Background: an optimization exercise with open tools, aiming at small area, a short achievable clock period and few clock cycles. Do not read the settings as production practice. For this run, only the layout was checked, not whether the RTL still works.

**flow/run.sh**
```bash
#!/bin/bash
# synth_recipe.tcl (not shown) runs the flow's synth.tcl, then flattens the netlist and writes it again
# the make line also repeats each setting of config.mk as NAME=value (left out here)
make -C /OpenROAD-flow-scripts/flow DESIGN_CONFIG=/design/flow/config.mk WORK_HOME=/design/flow/orfs CLKGATE_MAP_FILE= SYNTH_SCRIPT=/design/flow/synth_recipe.tcl finish
```
**flow/design.v**
```verilog
module sqdist (
    input  [31:0] p,
    input  [31:0] c,
    output [17:0] d
);
    wire [8:0] x0 = {p[7], p[7:0]} - {c[7], c[7:0]};
    wire [8:0] x1 = {p[15], p[15:8]} - {c[15], c[15:8]};
    wire [8:0] x2 = {p[23], p[23:16]} - {c[23], c[23:16]};
    wire [8:0] x3 = {p[31], p[31:24]} - {c[31], c[31:24]};
    wire w1 = x0[0] & x0[1];
    wire w2 = x0[0] & x0[2];
    wire w3 = x0[0] & x0[3];
    wire w4 = x0[0] & x0[4];
    wire w5 = x0[0] & x0[5];
    wire w6 = x0[0] & x0[6];
    wire w7 = x0[0] & x0[7];
    wire w8 = x0[1] & x0[2];
    wire w9 = x0[1] & x0[3];
    wire w10 = x0[1] & x0[4];
    wire w11 = x0[1] & x0[5];
    wire w12 = x0[1] & x0[6];
    wire w13 = x0[1] & x0[7];
    wire w14 = x0[2] & x0[3];
    wire w15 = x0[2] & x0[4];
    wire w16 = x0[2] & x0[5];
    wire w17 = x0[2] & x0[6];
    wire w18 = x0[2] & x0[7];
    wire w19 = x0[3] & x0[4];
    wire w20 = x0[3] & x0[5];
    wire w21 = x0[3] & x0[6];
    wire w22 = x0[3] & x0[7];
    wire w23 = x0[4] & x0[5];
    wire w24 = x0[4] & x0[6];
    wire w25 = x0[4] & x0[7];
    wire w26 = x0[5] & x0[6];
    wire w27 = x0[5] & x0[7];
    wire w28 = x0[6] & x0[7];
    wire w29 = ~(x0[8] & x0[0]);
    wire w30 = ~(x0[8] & x0[1]);
    wire w31 = ~(x0[8] & x0[2]);
    wire w32 = ~(x0[8] & x0[3]);
    wire w33 = ~(x0[8] & x0[4]);
    wire w34 = ~(x0[8] & x0[5]);
    wire w35 = ~(x0[8] & x0[6]);
    wire w36 = ~(x0[8] & x0[7]);
    wire w37 = x1[0] & x1[1];
    wire w38 = x1[0] & x1[2];
    wire w39 = x1[0] & x1[3];
    wire w40 = x1[0] & x1[4];
    wire w41 = x1[0] & x1[5];
    wire w42 = x1[0] & x1[6];
    wire w43 = x1[0] & x1[7];
    wire w44 = x1[1] & x1[2];
    wire w45 = x1[1] & x1[3];
    wire w46 = x1[1] & x1[4];
    wire w47 = x1[1] & x1[5];
    wire w48 = x1[1] & x1[6];
    wire w49 = x1[1] & x1[7];
    wire w50 = x1[2] & x1[3];
    wire w51 = x1[2] & x1[4];
    wire w52 = x1[2] & x1[5];
    wire w53 = x1[2] & x1[6];
    wire w54 = x1[2] & x1[7];
    wire w55 = x1[3] & x1[4];
    wire w56 = x1[3] & x1[5];
    wire w57 = x1[3] & x1[6];
    wire w58 = x1[3] & x1[7];
    wire w59 = x1[4] & x1[5];
    wire w60 = x1[4] & x1[6];
    wire w61 = x1[4] & x1[7];
    wire w62 = x1[5] & x1[6];
    wire w63 = x1[5] & x1[7];
    wire w64 = x1[6] & x1[7];
    wire w65 = ~(x1[8] & x1[0]);
    wire w66 = ~(x1[8] & x1[1]);
    wire w67 = ~(x1[8] & x1[2]);
    wire w68 = ~(x1[8] & x1[3]);
    wire w69 = ~(x1[8] & x1[4]);
    wire w70 = ~(x1[8] & x1[5]);
    wire w71 = ~(x1[8] & x1[6]);
    wire w72 = ~(x1[8] & x1[7]);
    wire w73 = x2[0] & x2[1];
    wire w74 = x2[0] & x2[2];
    wire w75 = x2[0] & x2[3];
    wire w76 = x2[0] & x2[4];
    wire w77 = x2[0] & x2[5];
    wire w78 = x2[0] & x2[6];
    wire w79 = x2[0] & x2[7];
    wire w80 = x2[1] & x2[2];
    wire w81 = x2[1] & x2[3];
    wire w82 = x2[1] & x2[4];
    wire w83 = x2[1] & x2[5];
    wire w84 = x2[1] & x2[6];
    wire w85 = x2[1] & x2[7];
    wire w86 = x2[2] & x2[3];
    wire w87 = x2[2] & x2[4];
    wire w88 = x2[2] & x2[5];
    wire w89 = x2[2] & x2[6];
    wire w90 = x2[2] & x2[7];
    wire w91 = x2[3] & x2[4];
    wire w92 = x2[3] & x2[5];
    wire w93 = x2[3] & x2[6];
    wire w94 = x2[3] & x2[7];
    wire w95 = x2[4] & x2[5];
    wire w96 = x2[4] & x2[6];
    wire w97 = x2[4] & x2[7];
    wire w98 = x2[5] & x2[6];
    wire w99 = x2[5] & x2[7];
    wire w100 = x2[6] & x2[7];
    wire w101 = ~(x2[8] & x2[0]);
    wire w102 = ~(x2[8] & x2[1]);
    wire w103 = ~(x2[8] & x2[2]);
    wire w104 = ~(x2[8] & x2[3]);
    wire w105 = ~(x2[8] & x2[4]);
    wire w106 = ~(x2[8] & x2[5]);
    wire w107 = ~(x2[8] & x2[6]);
    wire w108 = ~(x2[8] & x2[7]);
    wire w109 = x3[0] & x3[1];
    wire w110 = x3[0] & x3[2];
    wire w111 = x3[0] & x3[3];
    wire w112 = x3[0] & x3[4];
    wire w113 = x3[0] & x3[5];
    wire w114 = x3[0] & x3[6];
    wire w115 = x3[0] & x3[7];
    wire w116 = x3[1] & x3[2];
    wire w117 = x3[1] & x3[3];
    wire w118 = x3[1] & x3[4];
    wire w119 = x3[1] & x3[5];
    wire w120 = x3[1] & x3[6];
    wire w121 = x3[1] & x3[7];
    wire w122 = x3[2] & x3[3];
    wire w123 = x3[2] & x3[4];
    wire w124 = x3[2] & x3[5];
    wire w125 = x3[2] & x3[6];
    wire w126 = x3[2] & x3[7];
    wire w127 = x3[3] & x3[4];
    wire w128 = x3[3] & x3[5];
    wire w129 = x3[3] & x3[6];
    wire w130 = x3[3] & x3[7];
    wire w131 = x3[4] & x3[5];
    wire w132 = x3[4] & x3[6];
    wire w133 = x3[4] & x3[7];
    wire w134 = x3[5] & x3[6];
    wire w135 = x3[5] & x3[7];
    wire w136 = x3[6] & x3[7];
    wire w137 = ~(x3[8] & x3[0]);
    wire w138 = ~(x3[8] & x3[1]);
    wire w139 = ~(x3[8] & x3[2]);
    wire w140 = ~(x3[8] & x3[3]);
    wire w141 = ~(x3[8] & x3[4]);
    wire w142 = ~(x3[8] & x3[5]);
    wire w143 = ~(x3[8] & x3[6]);
    wire w144 = ~(x3[8] & x3[7]);
    wire w145 = x0[0] ^ x1[0] ^ x2[0];
    wire w146 = (x0[0] & x1[0]) | (x0[0] & x2[0]) | (x1[0] & x2[0]);
    wire w147 = x0[1] ^ x1[1] ^ x2[1];
    wire w148 = (x0[1] & x1[1]) | (x0[1] & x2[1]) | (x1[1] & x2[1]);
    wire w149 = x3[1] ^ w1 ^ w37;
    wire w150 = (x3[1] & w1) | (x3[1] & w37) | (w1 & w37);
    wire w151 = w73 ^ w109 ^ w147;
    wire w152 = (w73 & w109) | (w73 & w147) | (w109 & w147);
    wire w153 = w148 ^ w150 ^ w2;
    wire w154 = (w148 & w150) | (w148 & w2) | (w150 & w2);
    wire w155 = w38 ^ w74 ^ w110;
    wire w156 = (w38 & w74) | (w38 & w110) | (w74 & w110);
    wire w157 = w152 ^ w153 ^ w155;
    wire w158 = (w152 & w153) | (w152 & w155) | (w153 & w155);
    wire w159 = x0[2] ^ x1[2] ^ x2[2];
    wire w160 = (x0[2] & x1[2]) | (x0[2] & x2[2]) | (x1[2] & x2[2]);
    wire w161 = x3[2] ^ w8 ^ w44;
    wire w162 = (x3[2] & w8) | (x3[2] & w44) | (w8 & w44);
    wire w163 = w80 ^ w116 ^ w159;
    wire w164 = (w80 & w116) | (w80 & w159) | (w116 & w159);
    wire w165 = w3 ^ w39 ^ w75;
    wire w166 = (w3 & w39) | (w3 & w75) | (w39 & w75);
    wire w167 = w111 ^ w154 ^ w156;
    wire w168 = (w111 & w154) | (w111 & w156) | (w154 & w156);
    wire w169 = w161 ^ w163 ^ w158;
    wire w170 = (w161 & w163) | (w161 & w158) | (w163 & w158);
    wire w171 = w165 ^ w167 ^ w169;
    wire w172 = (w165 & w167) | (w165 & w169) | (w167 & w169);
    wire w173 = w160 ^ w9 ^ w45;
    wire w174 = (w160 & w9) | (w160 & w45) | (w9 & w45);
    wire w175 = w81 ^ w117 ^ w162;
    wire w176 = (w81 & w117) | (w81 & w162) | (w117 & w162);
    wire w177 = w164 ^ w4 ^ w40;
    wire w178 = (w164 & w4) | (w164 & w40) | (w4 & w40);
    wire w179 = w76 ^ w112 ^ w166;
    wire w180 = (w76 & w112) | (w76 & w166) | (w112 & w166);
    wire w181 = w168 ^ w173 ^ w175;
    wire w182 = (w168 & w173) | (w168 & w175) | (w173 & w175);
    wire w183 = w170 ^ w177 ^ w179;
    wire w184 = (w170 & w177) | (w170 & w179) | (w177 & w179);
    wire w185 = w181 ^ w172 ^ w183;
    wire w186 = (w181 & w172) | (w181 & w183) | (w172 & w183);
    wire w187 = x0[3] ^ x1[3] ^ x2[3];
    wire w188 = (x0[3] & x1[3]) | (x0[3] & x2[3]) | (x1[3] & x2[3]);
    wire w189 = x3[3] ^ w14 ^ w50;
    wire w190 = (x3[3] & w14) | (x3[3] & w50) | (w14 & w50);
    wire w191 = w86 ^ w122 ^ w187;
    wire w192 = (w86 & w122) | (w86 & w187) | (w122 & w187);
    wire w193 = w10 ^ w46 ^ w82;
    wire w194 = (w10 & w46) | (w10 & w82) | (w46 & w82);
    wire w195 = w118 ^ w174 ^ w176;
    wire w196 = (w118 & w174) | (w118 & w176) | (w174 & w176);
    wire w197 = w189 ^ w178 ^ w180;
    wire w198 = (w189 & w178) | (w189 & w180) | (w178 & w180);
    wire w199 = w5 ^ w41 ^ w77;
    wire w200 = (w5 & w41) | (w5 & w77) | (w41 & w77);
    wire w201 = w113 ^ w191 ^ w182;
    wire w202 = (w113 & w191) | (w113 & w182) | (w191 & w182);
    wire w203 = w193 ^ w195 ^ w184;
    wire w204 = (w193 & w195) | (w193 & w184) | (w195 & w184);
    wire w205 = w197 ^ w199 ^ w201;
    wire w206 = (w197 & w199) | (w197 & w201) | (w199 & w201);
    wire w207 = w186 ^ w203 ^ w205;
    wire w208 = (w186 & w203) | (w186 & w205) | (w203 & w205);
    wire w209 = w188 ^ w15 ^ w51;
    wire w210 = (w188 & w15) | (w188 & w51) | (w15 & w51);
    wire w211 = w87 ^ w123 ^ w190;
    wire w212 = (w87 & w123) | (w87 & w190) | (w123 & w190);
    wire w213 = w192 ^ w194 ^ w196;
    wire w214 = (w192 & w194) | (w192 & w196) | (w194 & w196);
    wire w215 = w11 ^ w47 ^ w83;
    wire w216 = (w11 & w47) | (w11 & w83) | (w47 & w83);
    wire w217 = w119 ^ w209 ^ w211;
    wire w218 = (w119 & w209) | (w119 & w211) | (w209 & w211);
    wire w219 = w198 ^ w6 ^ w42;
    wire w220 = (w198 & w6) | (w198 & w42) | (w6 & w42);
    wire w221 = w78 ^ w114 ^ w200;
    wire w222 = (w78 & w114) | (w78 & w200) | (w114 & w200);
    wire w223 = w202 ^ w213 ^ w215;
    wire w224 = (w202 & w213) | (w202 & w215) | (w213 & w215);
    wire w225 = w217 ^ w204 ^ w219;
    wire w226 = (w217 & w204) | (w217 & w219) | (w204 & w219);
    wire w227 = w221 ^ w206 ^ w223;
    wire w228 = (w221 & w206) | (w221 & w223) | (w206 & w223);
    wire w229 = w225 ^ w208 ^ w227;
    wire w230 = (w225 & w208) | (w225 & w227) | (w208 & w227);
    wire w231 = x0[4] ^ x1[4] ^ x2[4];
    wire w232 = (x0[4] & x1[4]) | (x0[4] & x2[4]) | (x1[4] & x2[4]);
    wire w233 = x3[4] ^ w19 ^ w55;
    wire w234 = (x3[4] & w19) | (x3[4] & w55) | (w19 & w55);
    wire w235 = w91 ^ w127 ^ w231;
    wire w236 = (w91 & w127) | (w91 & w231) | (w127 & w231);
    wire w237 = w210 ^ w212 ^ w16;
    wire w238 = (w210 & w212) | (w210 & w16) | (w212 & w16);
    wire w239 = w52 ^ w88 ^ w124;
    wire w240 = (w52 & w88) | (w52 & w124) | (w88 & w124);
    wire w241 = w233 ^ w214 ^ w12;
    wire w242 = (w233 & w214) | (w233 & w12) | (w214 & w12);
    wire w243 = w48 ^ w84 ^ w120;
    wire w244 = (w48 & w84) | (w48 & w120) | (w84 & w120);
    wire w245 = w216 ^ w235 ^ w218;
    wire w246 = (w216 & w235) | (w216 & w218) | (w235 & w218);
    wire w247 = w237 ^ w239 ^ w7;
    wire w248 = (w237 & w239) | (w237 & w7) | (w239 & w7);
    wire w249 = w43 ^ w79 ^ w115;
    wire w250 = (w43 & w79) | (w43 & w115) | (w79 & w115);
    wire w251 = w220 ^ w222 ^ w224;
    wire w252 = (w220 & w222) | (w220 & w224) | (w222 & w224);
    wire w253 = w241 ^ w243 ^ w245;
    wire w254 = (w241 & w243) | (w241 & w245) | (w243 & w245);
    wire w255 = w226 ^ w247 ^ w249;
    wire w256 = (w226 & w247) | (w226 & w249) | (w247 & w249);
    wire w257 = w228 ^ w251 ^ w253;
    wire w258 = (w228 & w251) | (w228 & w253) | (w251 & w253);
    wire w259 = w255 ^ w230 ^ w257;
    wire w260 = (w255 & w230) | (w255 & w257) | (w230 & w257);
    wire w261 = w232 ^ w234 ^ w20;
    wire w262 = (w232 & w234) | (w232 & w20) | (w234 & w20);
    wire w263 = w56 ^ w92 ^ w128;
    wire w264 = (w56 & w92) | (w56 & w128) | (w92 & w128);
    wire w265 = w236 ^ w17 ^ w53;
    wire w266 = (w236 & w17) | (w236 & w53) | (w17 & w53);
    wire w267 = w89 ^ w125 ^ w238;
    wire w268 = (w89 & w125) | (w89 & w238) | (w125 & w238);
    wire w269 = w240 ^ w261 ^ w263;
    wire w270 = (w240 & w261) | (w240 & w263) | (w261 & w263);
    wire w271 = w13 ^ w49 ^ w85;
    wire w272 = (w13 & w49) | (w13 & w85) | (w49 & w85);
    wire w273 = w121 ^ w242 ^ w244;
    wire w274 = (w121 & w242) | (w121 & w244) | (w242 & w244);
    wire w275 = w246 ^ w265 ^ w267;
    wire w276 = (w246 & w265) | (w246 & w267) | (w265 & w267);
    wire w277 = w269 ^ w29 ^ w65;
    wire w278 = (w269 & w29) | (w269 & w65) | (w29 & w65);
    wire w279 = w101 ^ w137 ^ w248;
    wire w280 = (w101 & w137) | (w101 & w248) | (w137 & w248);
    wire w281 = w250 ^ w252 ^ w271;
    wire w282 = (w250 & w252) | (w250 & w271) | (w252 & w271);
    wire w283 = w273 ^ w254 ^ w275;
    wire w284 = (w273 & w254) | (w273 & w275) | (w254 & w275);
    wire w285 = w256 ^ w277 ^ w279;
    wire w286 = (w256 & w277) | (w256 & w279) | (w277 & w279);
    wire w287 = w281 ^ w258 ^ w283;
    wire w288 = (w281 & w258) | (w281 & w283) | (w258 & w283);
    wire w289 = w285 ^ w260 ^ w287;
    wire w290 = (w285 & w260) | (w285 & w287) | (w260 & w287);
    wire w291 = x0[5] ^ x1[5] ^ x2[5];
    wire w292 = (x0[5] & x1[5]) | (x0[5] & x2[5]) | (x1[5] & x2[5]);
    wire w293 = x3[5] ^ w23 ^ w59;
    wire w294 = (x3[5] & w23) | (x3[5] & w59) | (w23 & w59);
    wire w295 = w95 ^ w131 ^ w291;
    wire w296 = (w95 & w131) | (w95 & w291) | (w131 & w291);
    wire w297 = w21 ^ w57 ^ w93;
    wire w298 = (w21 & w57) | (w21 & w93) | (w57 & w93);
    wire w299 = w129 ^ w262 ^ w264;
    wire w300 = (w129 & w262) | (w129 & w264) | (w262 & w264);
    wire w301 = w293 ^ w18 ^ w54;
    wire w302 = (w293 & w18) | (w293 & w54) | (w18 & w54);
    wire w303 = w90 ^ w126 ^ w266;
    wire w304 = (w90 & w126) | (w90 & w266) | (w126 & w266);
    wire w305 = w268 ^ w295 ^ w270;
    wire w306 = (w268 & w295) | (w268 & w270) | (w295 & w270);
    wire w307 = w297 ^ w299 ^ w30;
    wire w308 = (w297 & w299) | (w297 & w30) | (w299 & w30);
    wire w309 = w66 ^ w102 ^ w138;
    wire w310 = (w66 & w102) | (w66 & w138) | (w102 & w138);
    wire w311 = w272 ^ w274 ^ w276;
    wire w312 = (w272 & w274) | (w272 & w276) | (w274 & w276);
    wire w313 = w301 ^ w303 ^ w305;
    wire w314 = (w301 & w303) | (w301 & w305) | (w303 & w305);
    wire w315 = w278 ^ w280 ^ w282;
    wire w316 = (w278 & w280) | (w278 & w282) | (w280 & w282);
    wire w317 = w307 ^ w309 ^ w311;
    wire w318 = (w307 & w309) | (w307 & w311) | (w309 & w311);
    wire w319 = w284 ^ w313 ^ w286;
    wire w320 = (w284 & w313) | (w284 & w286) | (w313 & w286);
    wire w321 = w315 ^ w317 ^ w288;
    wire w322 = (w315 & w317) | (w315 & w288) | (w317 & w288);
    wire w323 = w319 ^ w290 ^ w321;
    wire w324 = (w319 & w290) | (w319 & w321) | (w290 & w321);
    wire w325 = 1'b1 ^ w292 ^ w24;
    wire w326 = (1'b1 & w292) | (1'b1 & w24) | (w292 & w24);
    wire w327 = w60 ^ w96 ^ w132;
    wire w328 = (w60 & w96) | (w60 & w132) | (w96 & w132);
    wire w329 = w294 ^ w296 ^ w22;
    wire w330 = (w294 & w296) | (w294 & w22) | (w296 & w22);
    wire w331 = w58 ^ w94 ^ w130;
    wire w332 = (w58 & w94) | (w58 & w130) | (w94 & w130);
    wire w333 = w298 ^ w300 ^ w325;
    wire w334 = (w298 & w300) | (w298 & w325) | (w300 & w325);
    wire w335 = w327 ^ w31 ^ w67;
    wire w336 = (w327 & w31) | (w327 & w67) | (w31 & w67);
    wire w337 = w103 ^ w139 ^ w302;
    wire w338 = (w103 & w139) | (w103 & w302) | (w139 & w302);
    wire w339 = w304 ^ w306 ^ w329;
    wire w340 = (w304 & w306) | (w304 & w329) | (w306 & w329);
    wire w341 = w331 ^ w333 ^ w308;
    wire w342 = (w331 & w333) | (w331 & w308) | (w333 & w308);
    wire w343 = w310 ^ w312 ^ w335;
    wire w344 = (w310 & w312) | (w310 & w335) | (w312 & w335);
    wire w345 = w337 ^ w339 ^ w314;
    wire w346 = (w337 & w339) | (w337 & w314) | (w339 & w314);
    wire w347 = w316 ^ w341 ^ w318;
    wire w348 = (w316 & w341) | (w316 & w318) | (w341 & w318);
    wire w349 = w343 ^ w345 ^ w320;
    wire w350 = (w343 & w345) | (w343 & w320) | (w345 & w320);
    wire w351 = w347 ^ w322 ^ w349;
    wire w352 = (w347 & w322) | (w347 & w349) | (w322 & w349);
    wire w353 = x0[6] ^ x1[6] ^ x2[6];
    wire w354 = (x0[6] & x1[6]) | (x0[6] & x2[6]) | (x1[6] & x2[6]);
    wire w355 = x3[6] ^ w26 ^ w62;
    wire w356 = (x3[6] & w26) | (x3[6] & w62) | (w26 & w62);
    wire w357 = w98 ^ w134 ^ w353;
    wire w358 = (w98 & w134) | (w98 & w353) | (w134 & w353);
    wire w359 = w25 ^ w61 ^ w97;
    wire w360 = (w25 & w61) | (w25 & w97) | (w61 & w97);
    wire w361 = w133 ^ w326 ^ w328;
    wire w362 = (w133 & w326) | (w133 & w328) | (w326 & w328);
    wire w363 = w355 ^ w32 ^ w68;
    wire w364 = (w355 & w32) | (w355 & w68) | (w32 & w68);
    wire w365 = w104 ^ w140 ^ w330;
    wire w366 = (w104 & w140) | (w104 & w330) | (w140 & w330);
    wire w367 = w332 ^ w357 ^ w334;
    wire w368 = (w332 & w357) | (w332 & w334) | (w357 & w334);
    wire w369 = w359 ^ w361 ^ w336;
    wire w370 = (w359 & w361) | (w359 & w336) | (w361 & w336);
    wire w371 = w338 ^ w340 ^ w363;
    wire w372 = (w338 & w340) | (w338 & w363) | (w340 & w363);
    wire w373 = w365 ^ w367 ^ w342;
    wire w374 = (w365 & w367) | (w365 & w342) | (w367 & w342);
    wire w375 = w344 ^ w369 ^ w371;
    wire w376 = (w344 & w369) | (w344 & w371) | (w369 & w371);
    wire w377 = w346 ^ w373 ^ w348;
    wire w378 = (w346 & w373) | (w346 & w348) | (w373 & w348);
    wire w379 = w375 ^ w350 ^ w377;
    wire w380 = (w375 & w350) | (w375 & w377) | (w350 & w377);
    wire w381 = w354 ^ w27 ^ w63;
    wire w382 = (w354 & w27) | (w354 & w63) | (w27 & w63);
    wire w383 = w99 ^ w135 ^ w356;
    wire w384 = (w99 & w135) | (w99 & w356) | (w135 & w356);
    wire w385 = w358 ^ w33 ^ w69;
    wire w386 = (w358 & w33) | (w358 & w69) | (w33 & w69);
    wire w387 = w105 ^ w141 ^ w360;
    wire w388 = (w105 & w141) | (w105 & w360) | (w141 & w360);
    wire w389 = w362 ^ w381 ^ w383;
    wire w390 = (w362 & w381) | (w362 & w383) | (w381 & w383);
    wire w391 = w364 ^ w366 ^ w368;
    wire w392 = (w364 & w366) | (w364 & w368) | (w366 & w368);
    wire w393 = w385 ^ w387 ^ w389;
    wire w394 = (w385 & w387) | (w385 & w389) | (w387 & w389);
    wire w395 = w370 ^ w372 ^ w391;
    wire w396 = (w370 & w372) | (w370 & w391) | (w372 & w391);
    wire w397 = w393 ^ w374 ^ w376;
    wire w398 = (w393 & w374) | (w393 & w376) | (w374 & w376);
    wire w399 = w395 ^ w378 ^ w397;
    wire w400 = (w395 & w378) | (w395 & w397) | (w378 & w397);
    wire w401 = x0[7] ^ x1[7] ^ x2[7];
    wire w402 = (x0[7] & x1[7]) | (x0[7] & x2[7]) | (x1[7] & x2[7]);
    wire w403 = x3[7] ^ w28 ^ w64;
    wire w404 = (x3[7] & w28) | (x3[7] & w64) | (w28 & w64);
    wire w405 = w100 ^ w136 ^ w401;
    wire w406 = (w100 & w136) | (w100 & w401) | (w136 & w401);
    wire w407 = w34 ^ w70 ^ w106;
    wire w408 = (w34 & w70) | (w34 & w106) | (w70 & w106);
    wire w409 = w142 ^ w382 ^ w384;
    wire w410 = (w142 & w382) | (w142 & w384) | (w382 & w384);
    wire w411 = w403 ^ w386 ^ w388;
    wire w412 = (w403 & w386) | (w403 & w388) | (w386 & w388);
    wire w413 = w405 ^ w390 ^ w407;
    wire w414 = (w405 & w390) | (w405 & w407) | (w390 & w407);
    wire w415 = w409 ^ w392 ^ w411;
    wire w416 = (w409 & w392) | (w409 & w411) | (w392 & w411);
    wire w417 = w394 ^ w413 ^ w396;
    wire w418 = (w394 & w413) | (w394 & w396) | (w413 & w396);
    wire w419 = w415 ^ w398 ^ w417;
    wire w420 = (w415 & w398) | (w415 & w417) | (w398 & w417);
    wire w421 = w402 ^ w35 ^ w71;
    wire w422 = (w402 & w35) | (w402 & w71) | (w35 & w71);
    wire w423 = w107 ^ w143 ^ w404;
    wire w424 = (w107 & w143) | (w107 & w404) | (w143 & w404);
    wire w425 = w406 ^ w408 ^ w410;
    wire w426 = (w406 & w408) | (w406 & w410) | (w408 & w410);
    wire w427 = w421 ^ w423 ^ w412;
    wire w428 = (w421 & w423) | (w421 & w412) | (w423 & w412);
    wire w429 = w414 ^ w425 ^ w416;
    wire w430 = (w414 & w425) | (w414 & w416) | (w425 & w416);
    wire w431 = w427 ^ w418 ^ w429;
    wire w432 = (w427 & w418) | (w427 & w429) | (w418 & w429);
    wire w433 = x0[8] ^ x1[8] ^ x2[8];
    wire w434 = (x0[8] & x1[8]) | (x0[8] & x2[8]) | (x1[8] & x2[8]);
    wire w435 = x3[8] ^ w36 ^ w72;
    wire w436 = (x3[8] & w36) | (x3[8] & w72) | (w36 & w72);
    wire w437 = w108 ^ w144 ^ w433;
    wire w438 = (w108 & w144) | (w108 & w433) | (w144 & w433);
    wire w439 = w422 ^ w424 ^ w435;
    wire w440 = (w422 & w424) | (w422 & w435) | (w424 & w435);
    wire w441 = w437 ^ w426 ^ w439;
    wire w442 = (w437 & w426) | (w437 & w439) | (w426 & w439);
    wire w443 = w428 ^ w441 ^ w430;
    wire w444 = (w428 & w441) | (w428 & w430) | (w441 & w430);
    wire w445 = w434 ^ w436 ^ w438;
    wire w446 = (w434 & w436) | (w434 & w438) | (w436 & w438);
    wire w447 = w440 ^ w445 ^ w442;
    wire w448 = (w440 & w445) | (w440 & w442) | (w445 & w442);
    wire [17:0] ra = {w444, w432, w420, w400, w380, w352, w324, w323, w289, w259, w229, w207, w185, w171, w157, w149, w146, x3[0]};
    wire [17:0] rb = {w447, w443, w431, w419, w399, w379, w351, 1'b0, 1'b0, 1'b0, 1'b0, 1'b0, 1'b0, 1'b0, 1'b0, w151, 1'b0, w145};
    assign d = ra + rb;
endmodule
module kmeans_top #
(
    parameter K = 8,
    parameter D = 4,
    parameter W = 8,
    parameter N = 128
)
(
    input clk,
    input rst,
    input start,
    input signed [D*W-1:0] point_flat,
    input signed [K*D*W-1:0] init_centroid_flat,
    output done,
    output [6:0] point_addr,
    output signed [K*D*W-1:0] final_centroid_flat
);
    localparam PASS_LEN = 139;    
    reg        run;        
    reg        done_r;
    reg [7:0]  t;          
    wire idle = ~run & ~done_r;
    wire load = idle & start;
    reg [K*D*W-1:0] cen;
    assign final_centroid_flat = cen;
    assign done = done_r;
    assign point_addr = t[6:0];
    reg [31:0] p0;
    reg        v1;         
    always @(posedge clk) p0 <= point_flat;
    wire [17:0] dst [0:K-1];
    genvar gk, gd;
    generate for (gk = 0; gk < K; gk = gk + 1) begin : g_dist
        sqdist u_sq (.p(p0), .c(cen[gk*32 +: 32]), .d(dst[gk]));
    end endgenerate
    reg [17:0] l1d [0:3];
    reg        l1s [0:3];
    reg [31:0] p1;
    reg        v2;
    integer i;
    always @(posedge clk) begin
        for (i = 0; i < 4; i = i + 1) begin
            if (dst[2*i+1] < dst[2*i]) begin
                l1d[i] <= dst[2*i+1]; l1s[i] <= 1'b1;
            end else begin
                l1d[i] <= dst[2*i];   l1s[i] <= 1'b0;
            end
        end
        p1 <= p0;
    end
    wire        c2a = l1d[1] < l1d[0];
    wire        c2b = l1d[3] < l1d[2];
    wire [17:0] m2a = c2a ? l1d[1] : l1d[0];
    wire [17:0] m2b = c2b ? l1d[3] : l1d[2];
    wire [1:0]  i2a = c2a ? {1'b1, l1s[1]} : {1'b0, l1s[0]};
    wire [1:0]  i2b = c2b ? {1'b1, l1s[3]} : {1'b0, l1s[2]};
    wire        c3  = m2b < m2a;
    wire [2:0]  best = c3 ? {1'b1, i2b} : {1'b0, i2a};
    reg  [2:0]  id;
    reg  [31:0] p2;
    reg         v3;
    always @(posedge clk) begin
        id <= best;
        p2 <= p1;
    end
    reg [14:0] sum [0:K-1][0:D-1];
    reg [6:0]  m   [0:K-1];
    reg [K-1:0] fresh;
    wire [2:0] rsel;               
    wire       dr = run & (t >= 131) & (t <= 138);
    wire [2:0] dj = t[2:0] - 3'd3;    
    assign rsel = v3 ? id : dj;
    wire [14:0] rs [0:D-1];
    generate for (gd = 0; gd < D; gd = gd + 1) begin : g_rs
        assign rs[gd] = sum[rsel][gd];
    end endgenerate
    wire [6:0] rm = m[rsel];
    wire       rf = fresh[rsel];
    integer k, d;
    always @(posedge clk) begin
        if (v3) begin
            for (d = 0; d < D; d = d + 1)
                sum[id][d] <= (rf ? 15'd0 : rs[d]) + {7'd0, p2[d*8+7] ^ 1'b1, p2[d*8 +: 7]};
            m[id] <= rf ? 7'd0 : rm + 7'd1;
        end
    end
    function [14:0] divstep;    
        input [14:0] r;        
        input [6:0]  mm;       
        reg [8:0] diff;
        begin
            diff = {1'b0, r[14:7]} + {1'b0, ~{1'b0, mm}};
            if (diff[8]) divstep = {diff[6:0], r[6:0], 1'b1};
            else         divstep = {r[13:7], r[6:0], 1'b0};
        end
    endfunction
    reg [14:0] dva [0:D-1];
    reg [6:0]  dvm;
    reg        dve;
    reg        dvv;
    reg [2:0]  dvj;
    always @(posedge clk) begin : g_dva
        reg [14:0] r;
        integer s;
        for (d = 0; d < D; d = d + 1) begin
            r = rs[d];
            for (s = 0; s < 4; s = s + 1) r = divstep(r, rm);
            dva[d] <= r;
        end
        dvm <= rm;
        dve <= rf;
        dvj <= dj;
    end
    reg [7:0] cnew [0:D-1];
    reg       chg;         
    wire [31:0] c0 = cen[31:0];
    reg [31:0] cin;
    always @(*) begin : g_dvb
        reg [14:0] r;
        reg [7:0]  q;
        integer s;
        for (d = 0; d < D; d = d + 1) begin
            r = dva[d];
            for (s = 0; s < 4; s = s + 1) r = divstep(r, dvm);
            q = r[7:0];
            cnew[d] = {~q[7], q[6:0]} + {7'd0, ~q[7] & (r[14:8] != 7'd0)};
            cin[d*8 +: 8] = dve ? c0[d*8 +: 8] : cnew[d];
        end
    end
    wire cmp_now = (cin != c0);
    wire last_shift = dvv & (dvj == 3'd7);
    always @(posedge clk) begin
        if (load)
            cen <= init_centroid_flat;
        else if (dvv)
            cen <= {cin, cen[K*D*W-1:32]};
    end
    always @(posedge clk) begin
        if (rst) begin
            run <= 1'b0; done_r <= 1'b0; t <= 8'd0;
            v1 <= 1'b0; v2 <= 1'b0; v3 <= 1'b0; dvv <= 1'b0;
        end else begin
            done_r <= 1'b0;
            if (load) begin
                run <= 1'b1; t <= 8'd0;
                v1 <= 1'b0; v2 <= 1'b0; v3 <= 1'b0; dvv <= 1'b0;
            end else if (run) begin
                if (last_shift && !(chg | cmp_now)) begin
                    run <= 1'b0; done_r <= 1'b1;
                    v1 <= 1'b0; v2 <= 1'b0; v3 <= 1'b0; dvv <= 1'b0;
                end else begin
                    t  <= (t == PASS_LEN-1) ? 8'd0 : t + 8'd1;
                    v1 <= (t < 128);
                    v2 <= v1;
                    v3 <= v2;
                    dvv <= dr;
                end
            end
        end
    end
    always @(posedge clk) begin
        if (run && t == 0) fresh <= {K{1'b1}};
        else if (v3) fresh[id] <= 1'b0;
        if (dvv) chg <= (dvj == 3'd0) ? cmp_now : (chg | cmp_now);
    end
endmodule
```
**flow/constraint.sdc**
```tcl
create_clock -name core_clock -period 40.0 [get_ports {clk}]
set_input_delay 8.0000 -clock core_clock [delete_from_list [all_inputs] [get_ports {clk}]]
set_output_delay 8.0000 -clock core_clock [all_outputs]
set_load 0.01 [all_outputs]
```
**flow/config.mk**
```make
export PLATFORM = sky130hd
export DESIGN_NAME = kmeans_top
export DESIGN_NICKNAME = kmeans_top
export VERILOG_FILES = /design/flow/design.v
export SDC_FILE = /design/flow/constraint.sdc
export NUM_CORES = 8
export LEC_CHECK = 0
export ABC_CLOCK_PERIOD_IN_PS = 9000
export CAP_MARGIN = 20
export CORE_MARGIN = 2
export CORE_UTILIZATION = 40
export SLEW_MARGIN = 20
```
==> notes.md <==
==> metal layers <==
layer	track usage, %	up-vias	share of wire, %	wire, µm
met2	48.2	3147	46	182000
li1	-	33600	-	-
met1	38.0	38900	39	153000
met4	18.0	16	7.0	27200
met5	0	-	0.026	103
met3	5.48	747	7.4	29100
==> placed cells by master, fill, tap and decap left out, types with 13 or more instances in the layout <==
cell and count:
sky130_fd_sc_hd__nand2_1 848, sky130_fd_sc_hd__a21o_1 248, sky130_fd_sc_hd__o21bai_1 126, sky130_fd_sc_hd__diode_2 31, sky130_fd_sc_hd__nand4_1 23, sky130_fd_sc_hd__mux2i_1 141
sky130_fd_sc_hd__or2_2 31, sky130_fd_sc_hd__a21oi_1 446, sky130_fd_sc_hd__fa_1 1260, sky130_fd_sc_hd__nor2_1 907, sky130_fd_sc_hd__nor4_1 27, sky130_fd_sc_hd__a211o_1 13
sky130_fd_sc_hd__a31oi_1 22, sky130_fd_sc_hd__o21ai_0 356, sky130_fd_sc_hd__mux2_2 127, sky130_fd_sc_hd__a211oi_1 25, sky130_fd_sc_hd__mux4_2 129, sky130_fd_sc_hd__nand3_1 51
sky130_fd_sc_hd__edfxtp_1 793, sky130_fd_sc_hd__and3_1 19, sky130_fd_sc_hd__clkbuf_16 117, sky130_fd_sc_hd__dfxtp_1 250, sky130_fd_sc_hd__clkinv_2 17, sky130_fd_sc_hd__buf_4 233
sky130_fd_sc_hd__nor3_1 85, sky130_fd_sc_hd__xor2_1 172, sky130_fd_sc_hd__nor2b_1 124, sky130_fd_sc_hd__dfxtp_2 18, sky130_fd_sc_hd__and2_1 38, sky130_fd_sc_hd__inv_1 1909
sky130_fd_sc_hd__o211ai_1 15, sky130_fd_sc_hd__ha_1 726, sky130_fd_sc_hd__xnor2_1 400, sky130_fd_sc_hd__nand2b_1 140, sky130_fd_sc_hd__o21a_1 33, sky130_fd_sc_hd__clkdlybuf4s50_1 554
sky130_fd_sc_hd__clkbuf_1 20
==> cells in the mapped netlist (7+ instances only) <==
library cell / count / share of area, %
sky130_fd_sc_hd__fa_1: 1260 / 25
sky130_fd_sc_hd__dfxtp_1: 268 / 5.3
sky130_fd_sc_hd__or3_1: 10 / 0.062
sky130_fd_sc_hd__a21oi_1: 447 / 2.2
sky130_fd_sc_hd__o21ai_0: 359 / 1.8
sky130_fd_sc_hd__nand2b_1: 141 / 0.87
sky130_fd_sc_hd__a21boi_0: 7 / 0.052
sky130_fd_sc_hd__mux2_2: 128 / 1.4
sky130_fd_sc_hd__a211oi_1: 25 / 0.18
sky130_fd_sc_hd__xor2_1: 174 / 1.5
sky130_fd_sc_hd__a2111o_1: 9 / 0.10
sky130_fd_sc_hd__nand3_1: 51 / 0.25
sky130_fd_sc_hd__clkbuf_1: 116 / 0.43
sky130_fd_sc_hd__nor2b_1: 124 / 0.76
sky130_fd_sc_hd__ha_1: 726 / 8.9
sky130_fd_sc_hd__nand2_1: 850 / 3.1
sky130_fd_sc_hd__inv_1: 1909 / 7.1
sky130_fd_sc_hd__a31oi_1: 23 / 0.14
sky130_fd_sc_hd__a211o_1: 13 / 0.11
sky130_fd_sc_hd__nor3b_1: 8 / 0.059
sky130_fd_sc_hd__mux4_2: 129 / 2.9
sky130_fd_sc_hd__a31o_2: 9 / 0.078
sky130_fd_sc_hd__xnor2_1: 403 / 3.5
sky130_fd_sc_hd__buf_4: 9 / 0.067
sky130_fd_sc_hd__nor2_1: 913 / 3.4
sky130_fd_sc_hd__o21bai_1: 126 / 0.93
sky130_fd_sc_hd__o21a_1: 33 / 0.24
sky130_fd_sc_hd__nor4_1: 27 / 0.17
sky130_fd_sc_hd__and2_1: 39 / 0.24
sky130_fd_sc_hd__o31ai_1: 12 / 0.089
sky130_fd_sc_hd__nand3b_1: 7 / 0.052
sky130_fd_sc_hd__nor3_1: 87 / 0.43
sky130_fd_sc_hd__mux2i_1: 150 / 1.5
sky130_fd_sc_hd__nand4_1: 23 / 0.14
sky130_fd_sc_hd__o211ai_1: 15 / 0.11
sky130_fd_sc_hd__buf_1: 18 / 0.067
sky130_fd_sc_hd__edfxtp_1: 793 / 23
sky130_fd_sc_hd__and4_1: 7 / 0.060
sky130_fd_sc_hd__a221oi_1: 7 / 0.060
sky130_fd_sc_hd__and3_1: 19 / 0.12
sky130_fd_sc_hd__buf_2: 29 / 0.14
sky130_fd_sc_hd__a21o_1: 248 / 1.8
sky130_fd_sc_hd__or2_2: 31 / 0.19
==> worst max-delay path, delay by kind of cell (launching register included) <==
family | cells | cell delay [ns]
muxes | 3 | 0.89
and+or+nand+nor | 12 | 3.42
AOI/OAI and AO/OA | 16 | 4.48
DFF | 1 | 0.30
buffers and inverters | 4 | 0.77
xor gates and xnor gates | 2 | 0.24
adders and majority gates | 7 | 2.41
==> kinds of logic after synthesis <==
group                    synth area share (%)
AND/OR/NAND/NOR                          10.2
buffers and inverters                    7.81
adder cells (fa/ha/maj)                  33.8
AO/OA/AOI/OAI                            8.57
flip-flops                               28.7
XOR/XNOR                                 5.11
multiplexers                             5.76
==> cell type report <==
class	instances	area share, %
clock inverters	71	0.688
flip-flops and latches	1061	25.1
clock buffers	146	2.68
well taps	3348	3.60
diodes	31	0.0666
multi-input cells	6745	55.5
repair buffers	789	6.29
inverters	1911	6.16
==> path summary, 6_finish.rpt <==
check                           endpoint  slack [ns]  cells past startpoint
worst max-delay path                t[5]       27.34                     44
worst min-delay path              p2[12]        0.30                      0
worst max register to register      t[5]       27.34                     44
worst min register to register    p2[12]        0.30                      0
==> flip-flops by register name, indices dropped and copies added (netlist names), 3 cells and up <==
| name | flops |
|---|---|
| l1d | 72 |
| p0 | 32 |
| t | 8 |
| m | 56 |
| cen | 256 |
| dva | 60 |
| p2 | 32 |
| l1s | 4 |
| dvm | 7 |
| sum | 480 |
| p1 | 32 |
| id | 3 |
| dvj | 3 |
| fresh | 8 |
==> metrics by stage <==
stage | cell area [µm²] | hold slack (ns) | std cells
global placement | 112000 | 0.310 | 13900
global route | 116000 | 0.288 | 14100
detailed placement | 112000 | 0.312 | 13900
finish | 117000 | 0.299 | 14100
CTS | 116000 | 0.280 | 14100
floorplan | 101000 | 0.310 | 9892
==> notes.md <==
- The wire-length estimate of the detail-placed layout is between 300000 and 400000 µm.
- The number of slew-limit violations in the final report is 0.
- The largest clock skew in the final design is 0.126 ns.
- The minimum clock period is about 13 ns.
- The top-level port count is roughly 560.
- The area growth from synthesis to final layout is 14.8%.
- The share of the Yosys chip area taken by registers is 28.7%.
- In the synthesized netlist the async set-or-reset flop fraction comes to 0%.
- The number of placement rows is 184.
- The most numerous cell type found on the critical path is sky130_fd_sc_hd__ha_1.
- The maximum fanout count along the critical path is 18.
- The launch point of the worst hold path is p1[12].
- The timing startpoint of the critical path is dvm[0].
- After clock tree synthesis, the flow added hold-fix buffers numbering 0.
- Routability-driven placement finished with a final weighted congestion of 0.994.
- The number of H-tree levels is 3.
- The net count of the mapped netlist is 12.2k.
- Summed over all failing endpoints, the final setup total negative slack is 0 ns.
- The number of sinks driven by the clock tree is 1061.
- The total area of sequential cells is 29200 µm².
- The area of the multi-input gates is around 65000 µm².
- The nature of the critical path endpoint is a flip-flop.
- TritonCTS built the clock tree.
- The number of different library cells in the post-synthesis netlist is 93.
- The vias per cell is 5.41.
- Dividing the detail-routed wire length by the instance count gives 27.7 µm.
- The number of design rule violations left after detail routing is 0.
- The first-pass GRT wire length is 557000 µm.
- The synthesized design contains 1061 register bits.
- The worst path meets setup with between 20 and 30 ns of slack.
- The average instance in the mapped netlist occupies 10.3 µm².
- In the final design database the tool counted 12.9k nets.
- The placement-stage worst setup slack is 27.62 ns.
- The initial antenna violation count came to 45.
- For this run, the top clock speed supported by timing is just under 80 MHz.
- The number of setup buffers added after CTS is 0.
- Summing every instance area after synthesis gives 101000 µm².
- The area of the core is 252000 µm².
- The count of buffers added on input and output ports is between 500 and 600.
- Max-cap violations in this run came to 0.
- The die covers roughly 260000 µm².
- The violation count after the first detailed-routing iteration is 6761.
- The number of warnings printed during yosys synthesis is 9.
- For the pin with the worst max-slew slack, the measured transition is 1.33 ns.
- The maximum cell stage delay along the critical path is 0.65 ns.
- The pre-antenna-repair detailed-routing pass consisted of 6 iterations.
- The number of endpoints failing setup at the final stage is 0.
- Clock-pin slew was measured on the worst setup and hold paths at around 0.070 ns.
- The total number of vias is 76.3k.
- In this run, CTS created clock tree buffers numbering around 120.
- For this block, the routed nets add up to 391000 µm of wire.
- The most instantiated flip-flop cell in the synthesis netlist is sky130_fd_sc_hd__edfxtp_1.
- Dividing the final minimum period by the clock period gives 31.7%.
- In this run the critical register-to-register path is launched from dvm[0].
- Entering global routing, the biggest net connects 193 pins.
- The initial utilization of the core area, before any placement, comes to between 40% and 50%.
- The die width is roughly 500 µm.
- Synthesis produced a netlist whose cell count is a little under 10k.
- Gates resized during post-CTS repair numbered 0.
- STA classifies the critical path startpoint as a flip-flop.
- For this design, the slowest cell found on the critical path is sky130_fd_sc_hd__nor4_1.
- The required time reported for the critical path endpoint is 40.73 ns.
- The class of the most critical hold timing path is flip-flop to flip-flop.
- In this run the tightest slew margin relative to its limit is 10.5%.
- In the final layout, the share of cells above drive strength 1 is under 10%.
- The number of global-route vias before repair is 78.9k.
- Once layout is complete, the utilization of the core stands at 46.3%.
- The count of flip-flops with a built-in enable after synthesis is 793.
- The number of nets still failing antenna checks after routing is 0.
- For this run the aggregate overflow at the end of global routing stands at 0.
- The flow ran to the end and the layout has no timing, DRC or antenna violations.
- The critical path is of the flip-flop to flip-flop type.
- For the worst-skew pair, the clock arrives at the later sink with an insertion delay of 0.85 ns.
- At the worst endpoint, the arrival time is 13.39 ns.
- The global-route usage over all layers is around 30%.
- The largest buffer count on any clock path is 3.
- Setup repair after global routing left no endpoint under its margin.
- The number of endpoints with negative hold slack in the final report is 0.
- The root buffer cell is sky130_fd_sc_hd__clkbuf_16.
- From bottom edge to top edge, the die measures 508 µm.
- Counting the fill cells in the layout gives 23.6k.

-- port drivers added, routing unchanged --
The flow's constraints put no driver on any port. The routed layout listed below was extracted and timed again, unchanged, in two steps.
Step 1: set_driving_cell puts a clkbuf_16 on clk and a buf_2 on each other input, an assumption about the parent block.
Step 2 adds t to the input delays and takes it off the output delays; t is the mean of the earliest and latest rising clock arrival at the registers after step 1. Input paths then give back, and output paths get back, about the clock's delay inside the block.
a / b / c = ideal / step 1 / step 2; a / b = the first two.
t (ns): 0.879
setup WS [ns]: 27.340 / 27.340 / 27.340
worst setup path after step 2: register to register
worst data-port slew with drivers (ns): 0.20
pins driven straight from the clock port: 1
After both steps setup and hold are still met in this run. For this run, drivers alone change the setup slack by 0.000 ns; drivers and shift together by 0.000 ns.
